This is an optimization exercise on Yosys and OpenROAD, whose aim is small area, not a production implementation. Function was checked by simulation only, so behaviour that the tests miss may differ from the original. The clock port is modelled as an ideal driver, which makes a skipped or thinned clock tree look cheaper than it is; a real chip needs a root buffer or a tree. Power is estimated from default activity; no workload was simulated.

// bopit
module bopit(clk, rst, btnR, btnD, btnL, btnU, btnS, sw, seg, an, led, speaker);
For scale: about 310 cells after synthesis, roughly 70 flip-flops, roughly 36 I/O pins, roughly 2800 µm² of cells after synthesis.
==> module notes, before the edit <==
module notes(clk, rst, speaker, signal);
    input clk;
    input rst;
    input [1:0] signal;      
    output reg speaker;
    reg [2:0] cnt_hi;
    reg [4:0] cnt_lo;
    wire lo_last = (cnt_lo == 5'd16);
    wire wrap = signal[1] ? (cnt_hi == 3'd6 && cnt_lo == 5'd20)
                          : (cnt_hi == 3'd1 && cnt_lo == 5'd23);
    always @(posedge clk)
    begin
        if (signal == 2'b00 || wrap)
        begin
            cnt_hi <= 0;
            cnt_lo <= 0;
        end
        else
        begin
            cnt_lo <= {cnt_lo[3:0], cnt_lo[4] ^ cnt_lo[2] ^ (cnt_lo[3:0] == 4'd0)};
            if (lo_last)
                cnt_hi <= cnt_hi + 3'd1;
        end
        if (rst || signal == 2'b00)
            speaker <= 0;
        else if (!signal[1])
            speaker <= cnt_hi[0];
        else
            speaker <= cnt_hi[2];
    end
endmodule
Settings: LEC_CHECK=0, CAP_MARGIN=20, CORE_MARGIN=2, CORE_UTILIZATION=40, SLEW_MARGIN=20; clock period 10.0 ns.
standard.sh (not shown) runs the stock make flow with config.mk's settings and CLKGATE_MAP_FILE= SYNTH_SCRIPT=/design/flow/synth_recipe.tcl, a recipe that flattens the netlist after the stock synthesis.
==> flow/flow/run.sh <==
#!/bin/bash
# The standard layout (standard.sh) with these changes:
#  - synthesis is synth_recipe.tcl unchanged except that the abc pass uses
#    flow/abc_deep.script (area-oriented) instead of ORFS's speed script,
#    run with twelve random seeds keeping the smallest result (abc_hook.tcl), and
#    adders are left to abc instead of being mapped to half/full adder cells
#  - port buffers are buf_1 instead of clkdlybuf4s50_1
#  - clock tree synthesis adds no dummy loads and uses only clkbuf_8; after
#    it, flow/reclk.tcl replaces that tree with 4 clkbuf_8 driven by the
#    clock port, one per quarter of the registers (see reclk.tcl)
# Every tool's output is in standard.log, reclk.log, standard_finish.log and
# under orfs/logs/.
set -euo pipefail
W=$PWD
export OWN_ABC_SCRIPT=$W/flow/abc_deep.script
export OWN_ABC_SEEDS="1 2 3 4 5 6 7 8 9 10 11 12"
mkdir -p $W/abc
export OWN_ABC_DIR=$W/abc
sed "s|^source \$::env(SCRIPTS_DIR)/synth.tcl|source $W/flow/abc_hook.tcl\nsource \$::env(SCRIPTS_DIR)/synth.tcl|" synth_recipe.tcl > own_synth.tcl
grep -q abc_hook own_synth.tcl
sed "s|/synth_recipe.tcl|/own_synth.tcl|; s|CLKGATE_MAP_FILE= |CLKGATE_MAP_FILE= ADDER_MAP_FILE= |" standard.sh > own_standard.sh
grep -q "ADDER_MAP_FILE= " own_standard.sh
grep -q own_synth.tcl own_standard.sh
export BUFFER_PORTS_ARGS="-buffer_cell sky130_fd_sc_hd__buf_1"
export CTS_ARGS="-sink_clustering_enable -repair_clock_nets -dont_use_dummy_load -root_buf sky130_fd_sc_hd__clkbuf_8 -buf_list sky130_fd_sc_hd__clkbuf_8"
bash own_standard.sh cts > standard.log 2>&1
R=orfs/results/$FLOW_PLATFORM/bopit/base
cat > reclk_run.tcl <<EOT
read_liberty $FLOW_HOME/platforms/$FLOW_PLATFORM/lib/sky130_fd_sc_hd__tt_025C_1v80.lib
read_db $R/4_1_cts.odb
read_sdc $R/4_cts.sdc
source $W/flow/reclk.tcl
write_db $R/4_1_cts.odb
EOT
RECLK_NB=4 RECLK_BUF=sky130_fd_sc_hd__clkbuf_8 RECLK_PORT=clk openroad -no_init -exit reclk_run.tcl > reclk.log 2>&1
grep -q "reclk: " reclk.log
bash own_standard.sh finish > standard_finish.log 2>&1
Other scripts of this flow, unchanged in this note and not shown: flow/flow/abc_deep.script, flow/flow/abc_hook.tcl, flow/flow/reclk.tcl
Change:
--- a/flow/design.v
+++ b/flow/design.v
@@ -24,28 +24,19 @@
     input [1:0] signal;      
     output reg speaker;
-    reg [2:0] cnt_hi;
-    reg [4:0] cnt_lo;
-    wire lo_last = (cnt_lo == 5'd16);
-    wire wrap = signal[1] ? (cnt_hi == 3'd6 && cnt_lo == 5'd20)
-                          : (cnt_hi == 3'd1 && cnt_lo == 5'd23);
+    reg [7:0] counter;
     always @(posedge clk)
     begin
-        if (signal == 2'b00 || wrap)
-        begin
-            cnt_hi <= 0;
-            cnt_lo <= 0;
-        end
-        else
-        begin
-            cnt_lo <= {cnt_lo[3:0], cnt_lo[4] ^ cnt_lo[2] ^ (cnt_lo[3:0] == 4'd0)};
-            if (lo_last)
-                cnt_hi <= cnt_hi + 3'd1;
-        end
+        if (signal == 2'b00)
+            counter <= 0;
+        else if (!signal[1])
+            counter <= (counter == 8'd55) ? 8'd0 : counter + 8'd1;
+        else
+            counter <= (counter == 8'd221) ? 8'd0 : counter + 8'd1;
         if (rst || signal == 2'b00)
             speaker <= 0;
         else if (!signal[1])
-            speaker <= cnt_hi[0];
-        else
-            speaker <= cnt_hi[2];
+            speaker <= counter[5];
+        else
+            speaker <= counter[7];
     end
 endmodule
=> Clock skew stays flat; wire length went down by 0.44%; critical path depth went down by 1; total power went down by 1.1%; first-iteration DRC count went up by about 30%; die area barely changes.
In every run of this note, the design's own scripts or RTL, not TritonCTS, make the clock network.

* * *

Setup of before:
The RTL this note starts from:
==> flow/design.v <==
module display7(seg_number, an_number, seg, an);
    input wire [3:0] seg_number;
    input wire [1:0] an_number;
    output wire [7:0] seg;
    output wire [3:0] an;
    localparam [15:0] S0 = 16'h0012, S1 = 16'h0060, S2 = 16'h0004, S3 = 16'h0092,
                      S4 = 16'h02ba, S5 = 16'h008e, S6 = 16'h0083, S7 = 16'h03ff;
    assign seg[0] = S0[seg_number];
    assign seg[1] = S1[seg_number];
    assign seg[2] = S2[seg_number];
    assign seg[3] = S3[seg_number];
    assign seg[4] = S4[seg_number];
    assign seg[5] = S5[seg_number];
    assign seg[6] = S6[seg_number];
    assign seg[7] = S7[seg_number] & (an_number != 2'b01);
    assign an[3] = an_number != 2'd0;
    assign an[2] = an_number != 2'd1;
    assign an[1] = an_number != 2'd2;
    assign an[0] = an_number != 2'd3;
endmodule
module notes(clk, rst, speaker, signal);
    input clk;
    input rst;
    input [1:0] signal;      
    output reg speaker;
    reg [7:0] counter;
    always @(posedge clk)
    begin
        if (signal == 2'b00)
            counter <= 0;
        else if (!signal[1])
            counter <= (counter == 8'd55) ? 8'd0 : counter + 8'd1;
        else
            counter <= (counter == 8'd221) ? 8'd0 : counter + 8'd1;
        if (rst || signal == 2'b00)
            speaker <= 0;
        else if (!signal[1])
            speaker <= counter[5];
        else
            speaker <= counter[7];
    end
endmodule
module randomNumber(
    input clk,
    input rst,
    output reg [4:0] data
    );
   reg [4:0] data_next;
   always @* begin
    data_next[4] = data[4]^data[1];
    data_next[3] = data[3]^data[0];
    data_next[2] = data[2]^data_next[4];
    data_next[1] = data[1]^data_next[3];
    data_next[0] = data[0]^data_next[2];
   end
   always @(posedge clk) begin
    if(rst)
        data <= 5'h1f;
    else
        data <= data_next;
   end
endmodule
module clock_1hz(clk, rst, clk_500hz, clk_1hz, scan, start);
    input clk;
    input rst;
    input clk_500hz;
    output clk_1hz;
    output reg [1:0] scan;
    output start;
    localparam [6:0] HH_START = 7'b0101010;
    localparam [6:0] HH_LAST = 7'b1101010;
    reg [6:0] hh;
    wire last = (hh == HH_LAST);
    assign start = (hh == HH_START);
    assign clk_1hz = clk_500hz & (scan == 2'd1) & last;
    always @(posedge clk)
        if (rst)
        begin
            scan <= 2'd2;
            hh <= HH_START;
        end
        else
        begin
            if (clk_500hz)
                scan <= scan + 2'd1;
            if (clk_500hz && scan == 2'd3)
                hh <= {hh[5:0], hh[6] ^ hh[0] ^ last};
        end
endmodule
module clock_500hz(clk, rst, clk_500hz);
    input clk;
    input rst;
    output clk_500hz;
    reg [3:0] lo;
    wire fb = lo[3] ? (lo[1] & ~lo[2]) : (lo[1] | lo[2] | ~lo[0]);
    assign clk_500hz = lo[1] & ~lo[2] & ~lo[3];
    always @(posedge clk)
        if (rst)
            lo <= 4'd10;
        else
            lo <= {lo[2:0], fb};
endmodule
module bopit(clk, rst, btnR, btnD, btnL, btnU, btnS, sw, seg, an, led, speaker);
    input clk;
    input rst;
    input btnR, btnS, btnD, btnU, btnL;
    input [7:0] sw;
    output [7:0] led;
    output [7:0] seg;
    output [3:0] an;
    output speaker;
    wire clk_1hz, clk_500hz;
    wire [4:0] randomBop;
    reg [1:0] signal;
    reg [3:0] seg_number;
    reg [3:0] ledCode;       
    reg [3:0] ledReg;
    reg [3:0] bopCode;
    reg [3:0] ones_seconds;
    wire timeout = ones_seconds[3] & ones_seconds[1];
    reg [3:0] ones_score;
    reg [3:0] tens_score;
    reg gameOn;
    reg roundWon;
    reg [1:0] roundDelay;
    reg [8:0] fail_count;
    localparam [8:0] FAIL_END = 9'd67;
    wire fail_done = (fail_count == FAIL_END);
    wire scan_start;
    wire [1:0] scan_c;
    wire [1:0] an_number = scan_start ? 2'd0 : scan_c;
    wire [1:0] an_index = scan_start ? 2'd0 : scan_c + 2'd1;
    notes bop_notes(.clk(clk), .rst(rst), .signal(signal), .speaker(speaker));
    randomNumber randomNum(.clk(clk), .rst(rst), .data(randomBop));
    clock_500hz clock_500(.clk(clk), .rst(rst), .clk_500hz(clk_500hz));
    clock_1hz clock_1(.clk(clk), .rst(rst), .clk_500hz(clk_500hz), .clk_1hz(clk_1hz), .scan(scan_c), .start(scan_start));
    display7 segmentDisplay(.seg_number(seg_number), .an_number(an_number), .seg(seg), .an(an));
    assign led = ledReg[3] ? 8'd0 : (8'd1 << ledReg[2:0]);
    wire [3:0] newCode = randomBop % 12;
    wire anyPress = (|sw) | btnU | btnL | btnD | btnR;
    reg correct;
    always @(*)
        case (bopCode)
            4'd8: correct = btnU;
            4'd9: correct = btnR;
            4'd10: correct = btnD;
            4'd11: correct = btnL;
            default: correct = sw[bopCode[2:0]];
        endcase
    always @(posedge clk)
    if (rst)
    begin
        ones_seconds <= 0;
        ones_score <= 0;
        tens_score <= 0;
        bopCode <= 0;
        ledCode <= 4'b1000;
        gameOn <= 1;
        roundWon <= 0;
        roundDelay <= 0;
        signal <= 0;
        fail_count <= 0;
        seg_number <= 0;
        ledReg <= 4'b1000;
    end
    else
    begin
        if (btnS)
        begin
            roundWon <= 0;
            roundDelay <= 0;
            gameOn <= 1;
            ones_score <= 0;
            tens_score <= 0;
            ones_seconds <= 0;
            bopCode <= newCode;
            fail_count <= 0;
        end
        if (!roundWon)
        begin
            if (correct)
                roundWon <= 1;
            else if (anyPress)
                gameOn <= 0;
        end
        if (clk_1hz && gameOn)
        begin
            if (roundWon)
            begin
                if (roundDelay == 0)
                    signal <= 1;
                if (roundDelay == 1)
                    signal <= 0;
                if (roundDelay == 3)
                begin
                    roundWon <= 0;
                    roundDelay <= 0;
                    bopCode <= newCode;
                    if (ones_score == 4'd9)
                    begin
                        ones_score <= 0;
                        tens_score <= tens_score + 4'd1;
                    end
                    else
                        ones_score <= ones_score + 4'd1;
                end
                else
                    roundDelay <= roundDelay + 2'd1;
                ones_seconds <= 0;
            end
            else
                ones_seconds <= ones_seconds + 4'd1;
        end
        if (timeout)
        begin
            ones_seconds <= 0;
            gameOn <= 0;
        end
        if (clk_500hz)
        begin
            if (gameOn)
            begin
                case (an_index)
                    2'd0:
                    begin
                        seg_number <= bopCode[3] ? 4'd8 : 4'd5;
                        ledCode <= bopCode;
                        ledReg <= ledCode;
                    end
                    2'd1: seg_number <= {1'b0, bopCode[2:0]};
                    2'd2: seg_number <= 4'd0;
                    default: seg_number <= ones_seconds;
                endcase
            end
            else
            begin
                if (!fail_done)
                begin
                    signal <= 2;
                    fail_count <= {fail_count[7:0], ~(fail_count[8] ^ fail_count[4])};
                end
                else
                    signal <= 0;
                case (an_index)
                    2'd2: seg_number <= tens_score;
                    2'd3: seg_number <= ones_score;
                    default: seg_number <= 4'd0;
                endcase
            end
        end
    end
endmodule
==> flow/config.mk <==
export PLATFORM = sky130hd
export DESIGN_NAME = bopit
export DESIGN_NICKNAME = bopit
export VERILOG_FILES = /design/flow/design.v
export SDC_FILE = /design/flow/constraint.sdc
export NUM_CORES = 4
export LEC_CHECK = 0
export CAP_MARGIN = 20
export CORE_MARGIN = 2
export CORE_UTILIZATION = 40
export SLEW_MARGIN = 20
==> flow/constraint.sdc <==
create_clock -name core_clock -period 10.0 [get_ports {clk}]
set_input_delay 2.0000 -clock core_clock [delete_from_list [all_inputs] [get_ports {clk}]]
set_output_delay 2.0000 -clock core_clock [all_outputs]
set_load 0.01 [all_outputs]
==> flow/flow/run.sh <==
#!/bin/bash
# The standard layout (standard.sh) with these changes:
#  - synthesis is synth_recipe.tcl unchanged except that the abc pass uses
#    flow/abc_deep.script (area-oriented) instead of ORFS's speed script, and
#    adders are left to abc instead of being mapped to half/full adder cells
#  - port buffers are buf_1 instead of clkdlybuf4s50_1
#  - clock tree synthesis adds no dummy loads and uses only clkbuf_8; after
#    it, flow/reclk.tcl replaces that tree with 3 clkbuf_16 driven by the
#    clock port, one per third of the registers (see reclk.tcl)
# Every tool's output is in standard.log, reclk.log, standard_finish.log and
# under orfs/logs/.
set -euo pipefail
W=$PWD
export OWN_ABC_SCRIPT=$W/flow/abc_deep.script
sed "s|^source \$::env(SCRIPTS_DIR)/synth.tcl|source $W/flow/abc_hook.tcl\nsource \$::env(SCRIPTS_DIR)/synth.tcl|" synth_recipe.tcl > own_synth.tcl
grep -q abc_hook own_synth.tcl
sed "s|/synth_recipe.tcl|/own_synth.tcl|; s|CLKGATE_MAP_FILE= |CLKGATE_MAP_FILE= ADDER_MAP_FILE= |" standard.sh > own_standard.sh
grep -q "ADDER_MAP_FILE= " own_standard.sh
grep -q own_synth.tcl own_standard.sh
export BUFFER_PORTS_ARGS="-buffer_cell sky130_fd_sc_hd__buf_1"
export CTS_ARGS="-sink_clustering_enable -repair_clock_nets -dont_use_dummy_load -root_buf sky130_fd_sc_hd__clkbuf_8 -buf_list sky130_fd_sc_hd__clkbuf_8"
bash own_standard.sh cts > standard.log 2>&1
R=orfs/results/$FLOW_PLATFORM/bopit/base
cat > reclk_run.tcl <<EOT
read_liberty $FLOW_HOME/platforms/$FLOW_PLATFORM/lib/sky130_fd_sc_hd__tt_025C_1v80.lib
read_db $R/4_1_cts.odb
read_sdc $R/4_cts.sdc
source $W/flow/reclk.tcl
write_db $R/4_1_cts.odb
EOT
RECLK_NB=3 RECLK_BUF=sky130_fd_sc_hd__clkbuf_16 RECLK_PORT=clk openroad -no_init -exit reclk_run.tcl > reclk.log 2>&1
grep -q "reclk: " reclk.log
bash own_standard.sh finish > standard_finish.log 2>&1
Other scripts of this flow, unchanged in this note and not shown: flow/flow/abc_deep.script, flow/flow/abc_hook.tcl, flow/flow/reclk.tcl
diff inputs: before => after
-- flow/design.v --
<<< before, line 61
   end
endmodule
module clock_1hz(clk, rst, clk_500hz, clk_1hz, scan, start);
    input clk;
    input rst;
    input clk_500hz;
    output clk_1hz;
    output reg [1:0] scan;
    output start;
    localparam [6:0] HH_START = 7'b0101010;
    localparam [6:0] HH_LAST = 7'b1101010;
    reg [6:0] hh;
    wire last = (hh == HH_LAST);
    assign start = (hh == HH_START);
    assign clk_1hz = clk_500hz & (scan == 2'd1) & last;
    always @(posedge clk)
        if (rst)
        begin
            scan <= 2'd2;
            hh <= HH_START;
        end
        else
        begin
            if (clk_500hz)
                scan <= scan + 2'd1;
            if (clk_500hz && scan == 2'd3)
                hh <= {hh[5:0], hh[6] ^ hh[0] ^ last};
        end
endmodule
module clock_500hz(clk, rst, clk_500hz);
>>> after, line 61
   end
endmodule
module clock_1hz(clk, rst, clk_500hz, clk_1hz);
    input clk;
    input rst;
    input clk_500hz;
    output clk_1hz;
    localparam [8:0] HI_FIRST = 9'b001101110;
    localparam [8:0] HI_LAST = 9'b000110111;
    reg [8:0] hi;
    wire last = (hi == HI_LAST);
    assign clk_1hz = clk_500hz & last;
    always @(posedge clk)
        if (rst)
            hi <= HI_FIRST;
        else if (clk_500hz)
            hi <= {hi[7:0], hi[8] ^ hi[4] ^ last};
endmodule
module clock_500hz(clk, rst, clk_500hz);
<<< before, line 125
    reg [1:0] roundDelay;
    reg [8:0] fail_count;
    localparam [8:0] FAIL_END = 9'd67;
    wire fail_done = (fail_count == FAIL_END);
    wire scan_start;
    wire [1:0] scan_c;
    wire [1:0] an_number = scan_start ? 2'd0 : scan_c;
    wire [1:0] an_index = scan_start ? 2'd0 : scan_c + 2'd1;
>>> after, line 114
    reg [1:0] roundDelay;
    reg [8:0] fail_count;
    reg scan_start;
    reg [1:0] scan_c;
    wire [1:0] an_number = scan_start ? 2'd0 : scan_c;
    wire [1:0] an_index = scan_start ? 2'd0 : scan_c + 2'd1;
<<< before, line 134
    randomNumber randomNum(.clk(clk), .rst(rst), .data(randomBop));
    clock_500hz clock_500(.clk(clk), .rst(rst), .clk_500hz(clk_500hz));
    clock_1hz clock_1(.clk(clk), .rst(rst), .clk_500hz(clk_500hz), .clk_1hz(clk_1hz), .scan(scan_c), .start(scan_start));
    display7 segmentDisplay(.seg_number(seg_number), .an_number(an_number), .seg(seg), .an(an));
    assign led = ledReg[3] ? 8'd0 : (8'd1 << ledReg[2:0]);
>>> after, line 121
    randomNumber randomNum(.clk(clk), .rst(rst), .data(randomBop));
    clock_500hz clock_500(.clk(clk), .rst(rst), .clk_500hz(clk_500hz));
    clock_1hz clock_1(.clk(clk), .rst(rst), .clk_500hz(clk_500hz), .clk_1hz(clk_1hz));
    display7 segmentDisplay(.seg_number(seg_number), .an_number(an_number), .seg(seg), .an(an));
    assign led = ledReg[3] ? 8'd0 : (8'd1 << ledReg[2:0]);
<<< before, line 152
    begin
        ones_seconds <= 0;
        ones_score <= 0;
        tens_score <= 0;
>>> after, line 139
    begin
        ones_seconds <= 0;
        scan_start <= 1;
        scan_c <= 2;
        ones_score <= 0;
        tens_score <= 0;
<<< before, line 219
        if (clk_500hz)
        begin
            if (gameOn)
            begin
>>> after, line 208
        if (clk_500hz)
        begin
            scan_c <= scan_c + 2'd1;
            if (scan_c == 2'd3)
                scan_start <= 0;
            if (gameOn)
            begin
<<< before, line 235
            else
            begin
                if (!fail_done)
                begin
                    signal <= 2;
                    fail_count <= {fail_count[7:0], ~(fail_count[8] ^ fail_count[4])};
                end
                else
>>> after, line 227
            else
            begin
                if (fail_count != 9'd500)
                begin
                    signal <= 2;
                    fail_count <= fail_count + 9'd1;
                end
                else
Notes after the runs:
- before has a higher critical path depth than after.
- after vs before: routed wire length up
- Between before and after, the difference in minimum setup slack after placement is negligible.
- before → after: total number of multi-input combinational cells picked up an extra 17; cell count picked up an extra about 5%; post-detailed-route wirelength per cell lost 0.056 um.
- The final reports for after and before show placer congestion estimate lower in the former.
- Looking at wire length of the first global-routing pass, after sits above before.
- The lower area inside the core boundary of before and after is in before.
- Compared with before, after shows a final critical-path share of the clock period that is 1.3 points lower.
- Taking before as the reference, in after final instance area +about 3.5%; worst ir drop on vdd +15%; worst setup slack after layout +0.13 ns.
In every run of this note, the design's own scripts or RTL, not TritonCTS, make the clock network.

-- static timing again, ports no longer ideal --
The flow's constraints put no driver on any port. The routed layouts listed below were extracted and timed again, unchanged, in two steps. Step 1: set_driving_cell puts a clkbuf_16 on clk and a buf_2 on each other input, an assumption about the parent block. Step 2 moves the port delays by t, midway between the first and last clock arrival at a register: inputs arrive t later, outputs are due t later. That takes back most of the time a late clock gives input paths. a / b / c = ideal / step 1 / step 2; a / b = the first two.
run	t (ns)	setup slack, ns	slew at the worst register clock pin (ns)	worst data-port slew with drivers (ns)	cell pins on the clock port's net
the first run of note 1	0.215	6.161 / 6.107 / 6.322	0.11 / 0.11	0.03	4
the second run of note 1	0.212	6.373 / 6.319 / 6.221	0.11 / 0.11	0.03	4
before	0.209	6.029 / 5.971 / 6.180	0.09 / 0.09	0.03	3
after	0.211	6.164 / 6.104 / 6.202	0.09 / 0.09	0.03	3
After both steps setup and hold are still met in every run listed. The setup slack of the second run of note 1, which loses most, moves by -0.054 ns with the drivers and by -0.152 ns with both steps.
